From an optimization exercise on the open Yosys and OpenROAD flow, aimed at a short achievable clock period and few clock cycles; shortcuts taken in it are not production practice.
The RTL was checked by simulation tests, not by an equivalence proof against the original design.
Power figures rest on the tool's default switching activity, not on a simulated workload.

==> flow/design.v <==
module DivSteps #(parameter HI = 31, parameter LO = 0) (b, rin, rout, qout);
	input [31:0] b, rin;
	output [31:0] rout;
	output [HI:LO] qout;
	wire [31:0] rr [LO:HI+1];
	assign rr[HI+1] = rin;
	genvar i;
	generate
		for (i = HI; i >= LO; i = i - 1) begin : st
			wire hz;
			wire [32-i:0] d;
			if (i == 0) assign hz = 1'b1;
			else assign hz = ~|b[31:32-i];
			assign d = {1'b0, rr[i+1][31:i]} - {1'b0, b[31-i:0]};
			assign qout[i] = hz & ~d[32-i];
			if (i == 0) assign rr[i] = qout[i] ? d[31:0] : rr[i+1];
			else assign rr[i] = qout[i] ? {d[31-i:0], rr[i+1][i-1:0]} : rr[i+1];
		end
	endgenerate
	assign rout = rr[LO];
endmodule
module Display (Entrada, Saida);
input [3:0] Entrada;
output reg [6:0] Saida;
always@(*)
	begin
		case (Entrada)
			4'b0000: Saida = 7'b0000001;
			4'b0001: Saida = 7'b1001111;
			4'b0010: Saida = 7'b0010010;
			4'b0011: Saida = 7'b0000110;
			4'b0100: Saida = 7'b1001100;
			4'b0101: Saida = 7'b0100100;
			4'b0110: Saida = 7'b0100000;
			4'b0111: Saida = 7'b0001111;
			4'b1000: Saida = 7'b0000000;
			4'b1001: Saida = 7'b0001100;
			default: Saida = 7'b1111111;
		endcase
	end
endmodule 
module bin_bcd(in, centena, dezena, unidade, negative);
  input [7:0] in;
  reg [7:0] in2;
  output reg [3:0] centena, dezena, unidade;
  output reg negative;
  integer i;
  always@(*)
  begin
      if(in[7])
		begin
		  in2 = ~in + 1;
		  negative = 0;
		end
	  else
		begin
		  in2 = in;
		  negative = 1;
		end
	  centena = 4'd0;
	  dezena = 4'd0;
	  unidade = 4'd0;
	  for(i=7; i>=0; i=i-1)
	  begin
	  if(centena >= 5)
		centena = centena + 4'd3;
	  if(dezena >= 5)
		dezena = dezena + 4'd3;
	  if(unidade >= 5)
	    unidade = unidade + 4'd3;
	  centena = centena << 1;
	  centena[0] = dezena[3];
	  dezena = dezena << 1;
	  dezena[0] = unidade[3];
	  unidade = unidade << 1;
	  unidade[0] = in2[i];
	end
  end
endmodule
module OutputModule(in, out1, out2, out3, negative);
	input [32:0] in;
	wire [3:0] centena, dezena, unidade;
	output wire [6:0] out1, out2, out3;
	output wire negative;
	bin_bcd translate(.in(in[7:0]), .centena(centena), .dezena(dezena), .unidade(unidade), .negative(negative));
	Display d1(.Entrada(centena), .Saida(out1));
	Display d2(.Entrada(dezena), .Saida(out2));
	Display d3(.Entrada(unidade), .Saida(out3));
endmodule 
module CPU(clock, rst, ready, switches, imem_addr, imem_data, in_ack, out_valid, out_data, out1, out2, out3, negative, of, halted);
	input clock, rst, ready;
	input [15:0] switches;
	output [15:0] imem_addr;
	input [31:0] imem_data;
	output in_ack;
	output reg out_valid;
	output [31:0] out_data;
	output reg [6:0] out1, out2, out3;
	output reg negative;
	output reg of;
	output halted;
	reg [31:0] ir;         
	reg [15:0] pc;         
	reg is_in, is_halt;    
	reg [31:0] rf [1:31];
	reg [31:0] dm [0:9];
	reg [31:0] disp;
	reg ofacc;
	reg dv1, dv2, dv3, dm1, dm2, dm3;
	reg [4:0] dd1, dd2, dd3;
	reg [31:0] db1, db2, db3, dr1, dr2, dr3;
	reg [31:22] dq1;
	reg [31:15] dq2;
	reg [31:7] dq3;
	wire [5:0] op = ir[31:26];
	wire [4:0] rs = ir[25:21];
	wire [4:0] rt = ir[20:16];
	wire [4:0] rd = ir[15:11];
	wire [4:0] sh = ir[10:6];
	wire [15:0] imm = ir[15:0];
	wire [31:0] simm = {{16{imm[15]}}, imm};
	wire [31:0] A = (rs == 5'd0) ? 32'd0 : rf[rs];
	wire [31:0] B = (rt == 5'd0) ? 32'd0 : rf[rt];
	wire eq = (A == B);
	wire [15:0] pc1 = pc + 16'd1;
	wire [15:0] br = pc1 + imm;
	reg [15:0] npc;
	always @(*) begin
		case (op)
			6'd17: npc = eq ? br : pc1;
			6'd18: npc = eq ? pc1 : br;
			6'd19: npc = imm;
			6'd20: npc = A[15:0];
			default: npc = (op >= 6'd30) ? 16'd0 : pc1;
		endcase
	end
	assign imem_addr = rst ? 16'd0 : npc;
	wire [31:0] bsel = (op == 6'd1 || op == 6'd4) ? B : (op == 6'd26) ? {{16{pc[15]}}, pc} : simm;
	wire sub = (op == 6'd4) || (op == 6'd5);
	wire [31:0] bx = sub ? ~bsel : bsel;
	wire [31:0] sum = A + bx + {31'd0, sub};
	wire addof = (A[31] == bx[31]) && (sum[31] != A[31]);
	wire [31:0] ssw = {{16{switches[15]}}, switches};
	wire [31:0] insum = A + ssw;
	wire inof = (A[31] == ssw[31]) && (insum[31] != A[31]);
	wire inrange = (sum < 32'd10);
	wire [31:0] ld = inrange ? dm[sum[3:0]] : 32'd0;
	wire [31:0] prod = A[15:0] * B[15:0];
	wire bz = (B == 32'd0);
	wire divop = (op == 6'd11) || (op == 6'd28);
	reg [31:0] res;
	reg wrop, fl, dst_rt, use_rs, use_rt;
	always @(*) begin
		res = sum; wrop = 1'b1; fl = 1'b0; dst_rt = 1'b0; use_rs = 1'b1; use_rt = 1'b0;
		case (op)
			6'd1, 6'd4: begin fl = addof; use_rt = 1'b1; end
			6'd2, 6'd25, 6'd5: begin fl = addof; dst_rt = 1'b1; end
			6'd26: begin fl = addof; dst_rt = 1'b1; end
			6'd3: res = A + 32'd1;
			6'd6: res = A - 32'd1;
			6'd7: begin res = A & B; use_rt = 1'b1; end
			6'd8: begin res = A | B; use_rt = 1'b1; end
			6'd9: begin res = A ^ B; use_rt = 1'b1; end
			6'd10: res = ~A;
			6'd11, 6'd28: begin fl = bz; use_rt = 1'b1; end
			6'd12: res = A << sh;
			6'd13: res = A >> sh;
			6'd14: begin res = {31'd0, A < B}; use_rt = 1'b1; end
			6'd15: begin res = {31'd0, A > B}; use_rt = 1'b1; end
			6'd16: begin res = {31'd0, eq}; use_rt = 1'b1; end
			6'd22: begin res = insum; fl = inof; dst_rt = 1'b1; wrop = ready; end
			6'd24: begin res = ld; fl = addof; dst_rt = 1'b1; end
			6'd27: begin res = prod; use_rt = 1'b1; end
			default: begin
				wrop = 1'b0;
				use_rs = (op == 6'd17) || (op == 6'd18) || (op == 6'd20) || (op == 6'd23) || (op == 6'd29);
				use_rt = (op == 6'd17) || (op == 6'd18) || (op == 6'd23) || (op == 6'd29);
			end
		endcase
	end
	wire [4:0] wa = dst_rt ? rt : rd;
	wire wrdst = wrop || (op == 6'd22);
	wire own1 = dv1 && ((use_rs && rs == dd1) || (use_rt && rt == dd1) || (wrdst && !divop && wa == dd1));
	wire own2 = dv2 && ((use_rs && rs == dd2) || (use_rt && rt == dd2) || (wrdst && !divop && wa == dd2));
	wire own3 = dv3 && ((use_rs && rs == dd3) || (use_rt && rt == dd3) || (wrdst && !divop && wa == dd3));
	wire dv_wait = own1 || own2 || own3;
	wire dv_start = divop && rd != 5'd0 && !dv_wait;
	wire [31:0] r1, r2, r3, r4;
	wire [31:22] q1;
	wire [21:15] q2;
	wire [14:7] q3;
	wire [6:0] q4;
	DivSteps #(.HI(31), .LO(22)) ds1(.b(B), .rin(A), .rout(r1), .qout(q1));
	DivSteps #(.HI(21), .LO(15)) ds2(.b(db1), .rin(dr1), .rout(r2), .qout(q2));
	DivSteps #(.HI(14), .LO(7)) ds3(.b(db2), .rin(dr2), .rout(r3), .qout(q3));
	DivSteps #(.HI(6), .LO(0)) ds4(.b(db3), .rin(dr3), .rout(r4), .qout(q4));
	wire [6:0] d1, d2, d3;
	wire dneg;
	OutputModule om(.in({1'b0, B}), .out1(d1), .out2(d2), .out3(d3), .negative(dneg));
	wire hold = is_halt || (is_in && !ready) || dv_wait;
	wire go = !rst && !dv_wait;
	wire is_out = (op == 6'd23);
	wire is_sw = (op == 6'd29);
	wire rfwe = go && wrop && !divop && wa != 5'd0;
	assign in_ack = is_in & ready & ~rst & ~dv_wait;
	assign halted = is_halt;
	assign out_data = disp;
	always @(posedge clock) begin
		if (rst) begin
			ir <= imem_data;
			pc <= 16'd0;
			is_in <= (imem_data[31:26] == 6'd22);
			is_halt <= (imem_data[31:26] == 6'd21);
		end else if (!hold) begin
			ir <= imem_data;
			pc <= npc;
			is_in <= (imem_data[31:26] == 6'd22);
			is_halt <= (imem_data[31:26] == 6'd21);
		end
	end
	always @(posedge clock) begin
		if (rst) begin
			dv1 <= 1'b0;
			dv2 <= 1'b0;
			dv3 <= 1'b0;
		end else begin
			dv1 <= go && dv_start;
			dv2 <= dv1;
			dv3 <= dv2;
		end
		dm1 <= (op == 6'd11); dd1 <= rd; db1 <= B; dr1 <= r1; dq1 <= q1;
		dm2 <= dm1; dd2 <= dd1; db2 <= db1; dr2 <= r2; dq2 <= {dq1, q2};
		dm3 <= dm2; dd3 <= dd2; db3 <= db2; dr3 <= r3; dq3 <= {dq2, q3};
	end
	wire [31:0] dv_res = dm3 ? r4 : {dq3, q4};
	wire dv_we = dv3;
	integer k;
	always @(posedge clock) begin
		for (k = 1; k < 32; k = k + 1) begin
			if (rfwe && wa == k) rf[k] <= res;
			else if (dv_we && dd3 == k) rf[k] <= dv_res;
		end
		if (go && is_sw && inrange)
			for (k = 0; k < 10; k = k + 1)
				if (sum[3:0] == k) dm[k] <= B;
		if (go && is_out) begin
			disp <= B;
			out1 <= d1; out2 <= d2; out3 <= d3; negative <= dneg;
		end
	end
	always @(posedge clock) begin
		if (rst) begin
			ofacc <= 1'b0;
			of <= 1'b0;
			out_valid <= 1'b0;
		end else begin
			out_valid <= go && is_out;
			if (go && is_out) begin
				of <= ofacc;
				ofacc <= 1'b0;
			end else if (go && wrop)
				ofacc <= ofacc | fl;
		end
	end
endmodule
==> flow/run.sh <==
#!/bin/bash
# synth_recipe.tcl (not shown) runs the flow's synth.tcl, then flattens the netlist and writes it again
# the make line also repeats each setting of config.mk as NAME=value (left out here)
make -C /OpenROAD-flow-scripts/flow DESIGN_CONFIG=/design/flow/config.mk WORK_HOME=/design/flow/orfs CLKGATE_MAP_FILE= SYNTH_SCRIPT=/design/flow/synth_recipe.tcl finish
==> flow/config.mk <==
export PLATFORM = sky130hd
export DESIGN_NAME = CPU
export DESIGN_NICKNAME = CPU
export VERILOG_FILES = /design/flow/design.v
export SDC_FILE = /design/flow/constraint.sdc
export NUM_CORES = 4
export LEC_CHECK = 0
export CAP_MARGIN = 20
export CORE_MARGIN = 2
export CORE_UTILIZATION = 40
export SLEW_MARGIN = 20
==> flow/constraint.sdc <==
create_clock -name core_clock -period 100.0 [get_ports {clock}]
set_input_delay 20.0000 -clock core_clock [delete_from_list [all_inputs] [get_ports {clock}]]
set_output_delay 20.0000 -clock core_clock [all_outputs]
set_load 0.01 [all_outputs]
==> summary.txt <==
[flip-flops by register name, summed over array words and instances (netlist names), 5 cells and up]
name  flops
db2      32
db1      32
dd1       5
db3      32
dr1      32
dr2      32
dm      320
rf      992
pc       16
dq1      10
ir       32
dq2      17
out3      7
dq3      25
dd3       5
disp     32
dd2       5
out1      5
dr3      32
out2      7
[power groups by stage]
stage / Clock, mW / Sequential (mW) / Combinational [mW]
finish: 0.724 / 0.871 / 3.59
global route: 0.746 / 0.873 / 3.92
CTS: 0.721 / 0.871 / 3.50
detailed placement: 0 / 0.886 / 3.48
global placement: 0 / 0.885 / 3.44
floorplan: 0 / 0.873 / 2.55
[per-layer routing]
layer	vias up	global-route usage, %
met5	-	1.69
met4	44	27.7
met3	3295	16.3
met2	10800	52.0
met1	61000	46.2
li1	52300	-
[cell families (layout without fill, tap and decap cells)]
kind of cell / count (synthesis) / after routing / synth area share, %
other: 1 / 80 / 0.00286
buffers and inverters: 1711 / 1735 / 5.00
XOR/XNOR: 530 / 530 / 3.55
multiplexers: 1126 / 1126 / 9.02
AND/OR/NAND/NOR: 4336 / 4336 / 16.1
flip-flops: 1682 / 1682 / 36.4
AO/OA/AOI/OAI: 3542 / 3542 / 18.2
adder cells (fa/ha/maj): 1092 / 1092 / 11.7
[worst register-to-register path, delay by kind of cell, from the launching register on]
| family | cells | cell delay, ns |
|---|---|---|
| multiplexers | 7 | 2.90 |
| flip-flops | 1 | 0.61 |
| AO/OA/AOI/OAI | 66 | 17.21 |
| AND/OR/NAND/NOR | 23 | 4.51 |
| buffers and inverters | 5 | 1.35 |
| adder cells (fa/ha/maj) | 9 | 2.98 |
[through the flow]
| step | util [%] | area, um2 | std cells | setup WS (ns) | hold WS [ns] |
|---|---|---|---|---|---|
| detailed placement | 42.9 | 140000 | 18000 | 57.72 | 0.312 |
| floorplan | - | 131000 | 14000 | 59.35 | 0.310 |
| CTS | 44.8 | 146000 | 18400 | 57.71 | 0.292 |
| finish | 44.9 | 147000 | 18500 | 57.69 | 0.264 |
| global route | 44.8 | 146000 | 18400 | 57.63 | 0.314 |
| global placement | 42.8 | 140000 | 18000 | 57.74 | 0.311 |
[layout make-up]
cell class,count,area (um2),area share [%]
clock buffers,220,4970,3.39
multi-input cells,10600,78900,53.8
well taps,4346,5440,3.71
flip-flops and latches,1682,47700,32.5
diodes,79,198,0.135
repair buffers,652,5360,3.66
clock inverters,122,1250,0.850
inverters,741,2780,1.90
[synthesized netlist by cell type, types with 37 or more instances]
cell type | number | area (um2)
sky130_fd_sc_hd__a2111oi_0 | 73 | 639
sky130_fd_sc_hd__a211oi_1 | 112 | 841
sky130_fd_sc_hd__a21boi_0 | 110 | 826
sky130_fd_sc_hd__a21o_1 | 184 | 1380
sky130_fd_sc_hd__a21oi_1 | 726 | 3630
sky130_fd_sc_hd__a221oi_1 | 75 | 657
sky130_fd_sc_hd__a222oi_1 | 52 | 521
sky130_fd_sc_hd__a22o_1 | 62 | 543
sky130_fd_sc_hd__a22oi_1 | 411 | 3090
sky130_fd_sc_hd__a31oi_1 | 165 | 1030
sky130_fd_sc_hd__and2_1 | 66 | 413
sky130_fd_sc_hd__and3_1 | 285 | 1780
sky130_fd_sc_hd__and4_1 | 47 | 412
sky130_fd_sc_hd__buf_1 | 78 | 293
sky130_fd_sc_hd__buf_2 | 63 | 315
sky130_fd_sc_hd__clkbuf_1 | 821 | 3080
sky130_fd_sc_hd__dfxtp_1 | 284 | 5690
sky130_fd_sc_hd__edfxtp_1 | 1398 | 42000
sky130_fd_sc_hd__fa_1 | 229 | 4580
sky130_fd_sc_hd__ha_1 | 863 | 10800
sky130_fd_sc_hd__inv_1 | 731 | 2740
sky130_fd_sc_hd__mux2_2 | 358 | 4030
sky130_fd_sc_hd__mux2i_1 | 758 | 7590
sky130_fd_sc_hd__nand2_1 | 1204 | 4520
sky130_fd_sc_hd__nand2b_1 | 105 | 657
sky130_fd_sc_hd__nand3_1 | 857 | 4290
sky130_fd_sc_hd__nand4_1 | 235 | 1470
sky130_fd_sc_hd__nor2_1 | 825 | 3100
sky130_fd_sc_hd__nor2b_1 | 110 | 688
sky130_fd_sc_hd__nor3_1 | 254 | 1270
sky130_fd_sc_hd__nor4_1 | 90 | 563
sky130_fd_sc_hd__o211ai_1 | 96 | 721
sky130_fd_sc_hd__o21a_1 | 115 | 863
sky130_fd_sc_hd__o21ai_0 | 637 | 3190
sky130_fd_sc_hd__o21bai_1 | 81 | 608
sky130_fd_sc_hd__o22ai_1 | 196 | 1230
sky130_fd_sc_hd__o31ai_1 | 37 | 278
sky130_fd_sc_hd__or2_2 | 49 | 307
sky130_fd_sc_hd__or3_1 | 70 | 438
sky130_fd_sc_hd__xnor2_1 | 377 | 3300
sky130_fd_sc_hd__xor2_1 | 153 | 1340
[final timing paths]
check	to	cells past startpoint	from
worst min-delay path	dr2[1]	0	dr1[1]
worst min register to register	dr2[1]	0	dr1[1]
worst max register to register	dr3[13]	110	db2[0]
worst max-delay path	in_ack	4	rst
[layout by cell type (no fill, tap or decap), types with 70 or more instances in the layout]
master                            instances
sky130_fd_sc_hd__a2111oi_0               70
sky130_fd_sc_hd__a211oi_1               110
sky130_fd_sc_hd__a21boi_0               110
sky130_fd_sc_hd__a21o_1                 184
sky130_fd_sc_hd__a21oi_1                707
sky130_fd_sc_hd__a221oi_1                73
sky130_fd_sc_hd__a22oi_1                411
sky130_fd_sc_hd__a31oi_1                121
sky130_fd_sc_hd__and3_1                 278
sky130_fd_sc_hd__buf_4                  518
sky130_fd_sc_hd__clkbuf_16              193
sky130_fd_sc_hd__clkdlybuf4s50_1        123
sky130_fd_sc_hd__dfxtp_1                283
sky130_fd_sc_hd__diode_2                 79
sky130_fd_sc_hd__edfxtp_1              1398
sky130_fd_sc_hd__fa_1                   228
sky130_fd_sc_hd__ha_1                   863
sky130_fd_sc_hd__inv_1                  727
sky130_fd_sc_hd__mux2_2                 358
sky130_fd_sc_hd__mux2i_1                758
sky130_fd_sc_hd__nand2_1               1202
sky130_fd_sc_hd__nand2b_1               105
sky130_fd_sc_hd__nand3_1                857
sky130_fd_sc_hd__nand4_1                235
sky130_fd_sc_hd__nor2_1                 746
sky130_fd_sc_hd__nor2b_1                104
sky130_fd_sc_hd__nor3_1                 234
sky130_fd_sc_hd__nor4_1                  89
sky130_fd_sc_hd__o211ai_1                96
sky130_fd_sc_hd__o21a_1                 115
sky130_fd_sc_hd__o21ai_0                593
sky130_fd_sc_hd__o21bai_1                79
sky130_fd_sc_hd__o22ai_1                193
sky130_fd_sc_hd__or3_1                   70
sky130_fd_sc_hd__xnor2_1                375
sky130_fd_sc_hd__xor2_1                 153
==> summary.txt <==
- The flow ran to the end and the layout has no timing, DRC or antenna violations.
- In this run the worst path has a maximum fanout of 22.
- After filler insertion, the fill cell instance count of the layout stands at 31200.
- The worst pin sits at a relative slew slack of 12.1%.
- Net switching is 49.5% of the power.
- The starting density of the core is 40.1%.
- In this run the cell area of the synthesized design comes to 131000 um2.
- Dividing the detail-routed via count by the number of cells gives 6.90.
- The number of buffers and inverters on the critical path is 2.
- Summed over all nets, wire length on met2 after detailed routing comes to 254000 um.
- After clock tree synthesis, the clock-pin slew on the worst setup and hold paths is 0.06 ns.
- The slowest library cell on the worst path is sky130_fd_sc_hd__clkdlybuf4s50_1.
- In this run the static leakage power is 57.9 nW.
- The overall track demand over capacity in global routing is 37.7%.
- The share of post-route cells with drive strength above 1 is 11.3%.
- The classification of the worst-slack hold path is flip-flop to flip-flop.
- For this block, the routed nets add up to 653000 um of wire.
- The most used flip-flop cell after synthesis is sky130_fd_sc_hd__edfxtp_1.
- The endpoint class of the critical path is an output pin.
- The number of buffers created by CTS is 189.
- The peak supply drop is 93.0 uV.
- For the worst setup path, the data arrival time is 22.31 ns.
- The power share of the clock group is 14.0%.
- Setup violations remaining at the end of the flow were counted as 0.
- The final estimated routing congestion in global placement is 1.05.
- During placement, the flow inserted port buffers numbering 123.
- For this run, the slowest stage of the critical path takes 0.86 ns.
- The measured slew at the worst slew-check pin is 1.32 ns.
- The number of buffers inserted by post-CTS setup repair is 0.
- The clock insertion delay at the later pin of the skew report is 0.97 ns.
- In this run the remaining antenna-violating nets after routing total 0.
- The startpoint type of the worst setup path is a primary input.
- For this run the aggregate overflow at the end of global routing stands at 0.
- The critical path class is primary input to output pin.
- Yosys printed 41 warnings.
- The setup skew after layout is 0.149 ns.
- Summing internal, switching and leakage power gives 5.19 mW.
- The topmost layer with routed signal wires is met5.
- The shortest clock period the worst path allows after layout is 42.31 ns.
- In the final routed layout, each cell accounts on average for 35.3 um.
- The first global-routing pass estimated 891000 um of wire.
- The post-synthesis register bit count is 1682.
- The critical path goes through clkdlybuf4s50_1, or2_2, nor2_1, clkdlybuf4s50_1.
- The internal power of the cells totals 2.62 mW.
- Each instance of the synthesized netlist takes up on average 9.34 um2.
- The CTS H-tree depth is 4.
- The number of nets in the layout is 15000.
- The area growth from synthesis to final layout is 11.9%.
- The synthesized net count is 15200.
- The total power density per cell area is 35.4 nW/um2.
- The wire length on met3 is 99600 um.
- The combinational fraction of design power is 69.2%.
- The instance count of the mapped netlist is 14000.
- The initial antenna violation count is 58.
- The tree is rooted in a sky130_fd_sc_hd__clkbuf_16.
- The cell row count is 210.
- The number of top-level pins is 125.
- The TritonCTS clock tree is yes.
- Of the available clock period, the critical path in the final layout requires 42.3%.
- The number of hold buffers added after CTS was 0.
- The via count of the first global-routing pass is 116000.
- In this run, distinct cell masters in the synthesized netlist total 106.
- The cell repeated most along the worst path is sky130_fd_sc_hd__clkdlybuf4s50_1.
- The routed layout has 127000 vias.
- The data required time at the worst endpoint is 80.00 ns.
- Static timing analysis puts the maximum clock frequency at 0.0236 GHz.
- The core box area is 327000 um2.
- The number of buffers between clock root and the deepest sink is 4.
- The synthesized design contains 1398 enable-type register cells.
- Sequential elements use 36.4% of the synthesized area.
- The largest net degree at the start of global routing is 109.
- In the final routing, the length of wire on met1 measures 237000 um.
- The clock net sink count is 1682.
- After legalization and detailed placement, the total HPWL measured 433000 um.
- The count of unresolved DRC violations after routing is 0.
- The first routing iteration left 23100 violations.
- For this run, asynchronously set or reset flops after synthesis account for 0%.
- In this run the horizontal extent of the chip is 576 um.
- Setup repair after global routing left no endpoint under its margin.
- The kind of cell with the highest combined delay along the critical path is buffers and inverters.
- The first detailed-routing pass took 13 iterations.
- The total count of hold-check failures in the final report is 0.
- The worst setup slack for register-to-register paths is 70.33 ns.
- The total die area is 332000 um2.
- The switching power of the nets is 2.57 mW.
- In this run, flip-flops and latches consume 16.8% of the power.
- Gates resized during post-CTS repair numbered 0.
- The floorplan step set the die height to 576 um.
- The number of slew-limit violations in the final report is 0.
- The aggregate negative setup slack is 0 ns.
- The max capacitance violation total is 0.
Testbench counts, summed over its fixed seeds: cycles 26,720.

[port drivers added, routing unchanged]
The flow's constraints put no driver on any port. The routed layout listed below was extracted and timed again, unchanged, in two steps. Step 1 sets driving cells, clkbuf_16 on the clock port and buf_2 on the other inputs (assumed; they add their load-dependent delay and slew). Step 2 adds t to the input delays and takes it off the output delays; t is the mean of the earliest and latest rising clock arrival at the registers after step 1. Input paths then give back, and output paths get back, about the clock's delay inside the block. Slacks: no drivers / after step 1 / after step 2; pairs: no drivers / after step 1.
t (ns): 1.011
slack for setup (ns): 57.687 / 57.663 / 57.663
clock arrival spread, ns: 0.149 / 0.148
slew at the worst register clock pin (ns): 0.07 / 0.07
cell pins on the clock port's net: 1
After both steps this run still meets setup and hold. For this run, drivers alone change the setup slack by -0.024 ns; drivers and shift together by -0.024 ns.
